This is an optimization exercise on Yosys and OpenROAD, whose aim is small area and a short achievable clock period, not a production implementation. In this exercise RTL edits were held to simulation tests only and were not proved equivalent to the original. No activity file was given, so power comes from the tool's default toggle rates.

Design FIR, start of the top module:
module FIR(Dout,
           Din,
           clk,
           reset);
Size: ~72 flip-flops, about 28 I/O pins, ~5200 µm² of cells after synthesis.
clock: 12.0 ns
lec_check: 0
abc_area: 1
cap_margin: 20
core_margin: 2
core_utilization: 40
setup_slack_margin: 5
slew_margin: 20
synth_hierarchical: 1
synth_minimum_keep_size: 0
standard.sh (not shown) runs the stock make flow with config.mk's settings and CLKGATE_MAP_FILE= SYNTH_SCRIPT=/design/flow/synth_recipe.tcl, a recipe that flattens the netlist after the stock synthesis.
==> flow/flow/run.sh <==
#!/bin/bash
# Own layout flow: the standard ORFS flow (standard.sh's make command and
# synthesis, unchanged), with these changes after synthesis:
#  - timing repair aims at a setup slack margin of $MARGIN ns,
#  - port buffers are buf_2 cells (ORFS's default pick is a delay cell),
#  - clock tree: clkbuf_8 buffers, larger sink clusters, no dummy loads.
# ORFS writes each tool's log under orfs/logs/; make's output goes to
# make_*.log in this folder.
set -euo pipefail
MARGIN=5.6
MAKELINE=$(grep '^make ' standard.sh | sed 's/"\${@:-finish}"//')
run_make() { eval "$MAKELINE"' "$@"'; }
run_make synth > make_synth.log 2>&1
run_make "SETUP_SLACK_MARGIN=$MARGIN" \
  "BUFFER_PORTS_ARGS=-buffer_cell sky130_fd_sc_hd__buf_2" \
  "CTS_ARGS=-sink_clustering_enable -repair_clock_nets -dont_use_dummy_load -buf_list sky130_fd_sc_hd__clkbuf_8 -sink_clustering_size 30 -sink_clustering_max_diameter 100" \
  finish > make_finish.log 2>&1
# everything is built: this only writes out/final.def from the final layout
bash standard.sh finish > make_def.log 2>&1
The starting point passed the timing, design-rule and antenna checks.
Change:
--- a/flow/flow/run.sh
+++ b/flow/flow/run.sh
@@ -8,5 +8,5 @@
 # make_*.log in this folder.
 set -euo pipefail
-MARGIN=5.6
+MARGIN=5
 MAKELINE=$(grep '^make ' standard.sh | sed 's/"\${@:-finish}"//')
 run_make() { eval "$MAKELINE"' "$@"'; }
- ABC_AREA: 1 -> default
Design area decreases by roughly a tenth.
Worst setup slack gets worse by 360 ps.
Register-to-register slack loses 260 ps.
Clock-buffer cell count stays the same.
Core utilization drops by 4.3 points.
Final cell count came out lower by roughly a tenth.
Sequential share of layout area increases by 2.5 points.
Routed wire length fell by roughly a tenth.
First-iteration DRC count drops by well over a third.
Combinational power went down by a quarter to a third.
Total power goes down by about a fifth.

* * *

== run A ==
Another version of the RTL of FIR (not shown whole).
Size in the first run: about 72 flip-flops, roughly 28 I/O pins.
export LEC_CHECK = 0
export CAP_MARGIN = 20
export CORE_MARGIN = 2
export CORE_UTILIZATION = 40
export SETUP_SLACK_MARGIN = 5
export SLEW_MARGIN = 20
export SYNTH_HIERARCHICAL = 1
export SYNTH_MINIMUM_KEEP_SIZE = 0
create_clock -name core_clock -period 12.0 [get_ports {clk}]
==> flow/flow/run.sh <==
#!/bin/bash
# Own layout flow: the standard ORFS flow (standard.sh's make command and
# synthesis, unchanged), with these changes after synthesis:
#  - timing repair aims at a setup slack margin of $MARGIN ns,
#  - port buffers are buf_2 cells (ORFS's default pick is a delay cell),
#  - clock tree: clkbuf_8 buffers, larger sink clusters, no dummy loads.
# ORFS writes each tool's log under orfs/logs/; make's output goes to
# make_*.log in this folder.
set -euo pipefail
MARGIN=5
MAKELINE=$(grep '^make ' standard.sh | sed 's/"\${@:-finish}"//')
run_make() { eval "$MAKELINE"' "$@"'; }
run_make synth > make_synth.log 2>&1
run_make "SETUP_SLACK_MARGIN=$MARGIN" \
  "BUFFER_PORTS_ARGS=-buffer_cell sky130_fd_sc_hd__buf_2" \
  "CTS_ARGS=-sink_clustering_enable -repair_clock_nets -dont_use_dummy_load -buf_list sky130_fd_sc_hd__clkbuf_16 -sink_clustering_size 40 -sink_clustering_max_diameter 300 -distance_between_buffers 200" \
  finish > make_finish.log 2>&1
# everything is built: this only writes out/final.def from the final layout
bash standard.sh finish > make_def.log 2>&1
Run A: done, clean on timing, DRC and antenna
Setup changes, run A to run B
==> flow/run.sh (new file) <==
#!/bin/bash
# synth_recipe.tcl (not shown) runs the flow's synth.tcl, then flattens the netlist and writes it again
# the make line also repeats each setting of config.mk as NAME=value (left out here)
make -C /OpenROAD-flow-scripts/flow DESIGN_CONFIG=/design/flow/config.mk WORK_HOME=/design/flow/orfs CLKGATE_MAP_FILE= SYNTH_SCRIPT=/design/flow/synth_recipe.tcl finish
removed: flow/flow/run.sh
removed: flow/standard.sh
==> run notes <==
Run B vs. run A: worst hold slack now sits higher, average vias per placed instance shows a reduction of 0.036, final instance area saw an increase, largest vdd supply drop picked up an extra 0.0037 mV, area added between synthesis and finish saw an increase. Across both runs, pin slew with the least headroom to its limit was higher for run B than for run A.
What run C does differently from run B at the input level:
- CORE_UTILIZATION now 60, was 40
- PLACE_DENSITY now 0.7, previously not set
==> flow/flow/run.sh (new file) <==
#!/bin/bash
# Own layout flow: the standard ORFS flow (standard.sh's make command and
# synthesis, unchanged), with these changes after synthesis:
#  - timing repair aims at a setup slack margin of $MARGIN ns,
#  - port buffers are buf_2 cells (ORFS's default pick is a delay cell),
#  - clock tree: clkbuf_8 buffers, larger sink clusters, no dummy loads.
# ORFS writes each tool's log under orfs/logs/; make's output goes to
# make_*.log in this folder.
set -euo pipefail
MARGIN=5
MAKELINE=$(grep '^make ' standard.sh | sed 's/"\${@:-finish}"//')
run_make() { eval "$MAKELINE"' "$@"'; }
run_make synth > make_synth.log 2>&1
run_make "SETUP_SLACK_MARGIN=$MARGIN" \
  "BUFFER_PORTS_ARGS=-buffer_cell sky130_fd_sc_hd__buf_2" \
  "CTS_ARGS=-sink_clustering_enable -repair_clock_nets -dont_use_dummy_load -buf_list sky130_fd_sc_hd__clkbuf_8 -sink_clustering_size 30 -sink_clustering_max_diameter 100" \
  finish > make_finish.log 2>&1
# everything is built: this only writes out/final.def from the final layout
bash standard.sh finish > make_def.log 2>&1
==> flow/standard.sh (new file) <==
#!/bin/bash
# synth_recipe.tcl (not shown) runs the flow's synth.tcl, then flattens the netlist and writes it again
# the make line also repeats each setting of config.mk as NAME=value (left out here)
make -C /OpenROAD-flow-scripts/flow DESIGN_CONFIG=/design/flow/config.mk WORK_HOME=/design/flow/orfs CLKGATE_MAP_FILE= SYNTH_SCRIPT=/design/flow/synth_recipe.tcl "${@:-finish}"
removed: flow/run.sh
## What came out
- [run C] multi-input gate share of the layout cell area rose 2.8 points relative to run B
- Looking at count of routing violations after the opening detailed-route iteration across run B and run C, the one that comes out higher is run B.
- In run C relative to run B, wire length had gone down slightly.
- Changes observed in run C relative to run B: clock network fraction of design power moved down, data arrival at the endpoint of the critical path saw a decrease, die area decreased by 32% relative to the old numbers, cell count moved down, standard-cell row count now smaller.
- Compared with run B, in run C share of the cycle needed by the critical path after routing lost 0.36 points; combined global-route utilization of all metal layers picked up an extra 6.8 points.
> inputs changed (run C -> run D)
- PLACE_DENSITY no longer set, was 0.7
- CORE_UTILIZATION now 40, was 60
-- flow/flow/run.sh --
<<< run C, line 10
MARGIN=5
>>> run D, line 10
MARGIN=5.5
--- outcome ---
Run D against run C; cell area after placement is up by a few percent.
Compared run C against run D; clock buffer and inverter area fraction after layout within noise.
Core area | run D above run C
Run D did not stop at any stage, and its layout met the timing, design-rule and antenna checks.
Run C finished every stage and its layout cleared the timing, design-rule and antenna checks.
Of run D and run C, the lower final cell count belongs to run C.

-- re-timing with driven ports --
No port has a modelled driver above. Below, the same layouts with a new extraction and two added sets of constraints. Step 1, drivers: a clkbuf_16 drives clk and a buf_2 each remaining input, both assumed. Step 2 also shifts input and output timing later by t, the mid clock arrival at the registers, as if the neighbouring blocks saw the same clock. Slacks: ideal / step 1 / step 2; pairs: ideal / step 1.
run | t, ns | setup slack, ns | hold WS [ns] | cell pins on the clock port's net
the first run of note 1 | 0.373 | 5.398 / 5.339 / 5.024 | 0.396 / 0.396 / 0.396 | 1
the second run of note 1 | 0.365 | 5.040 / 4.983 / 4.827 | 0.386 / 0.386 / 0.386 | 1
run A | 0.360 | 5.010 / 4.976 / 4.634 | 0.467 / 0.467 / 0.467 | 1
run B | 0.368 | 5.028 / 4.972 / 4.693 | 0.474 / 0.474 / 0.474 | 1
run C | 0.361 | 5.071 / 5.033 / 4.764 | 0.476 / 0.476 / 0.476 | 1
run D | 0.378 | 5.102 / 5.054 / 4.899 | 0.470 / 0.470 / 0.470 | 1
After both steps setup and hold are still met in every run listed. The setup slack of run A, which loses most, moves by -0.034 ns with the drivers and by -0.376 ns with both steps.
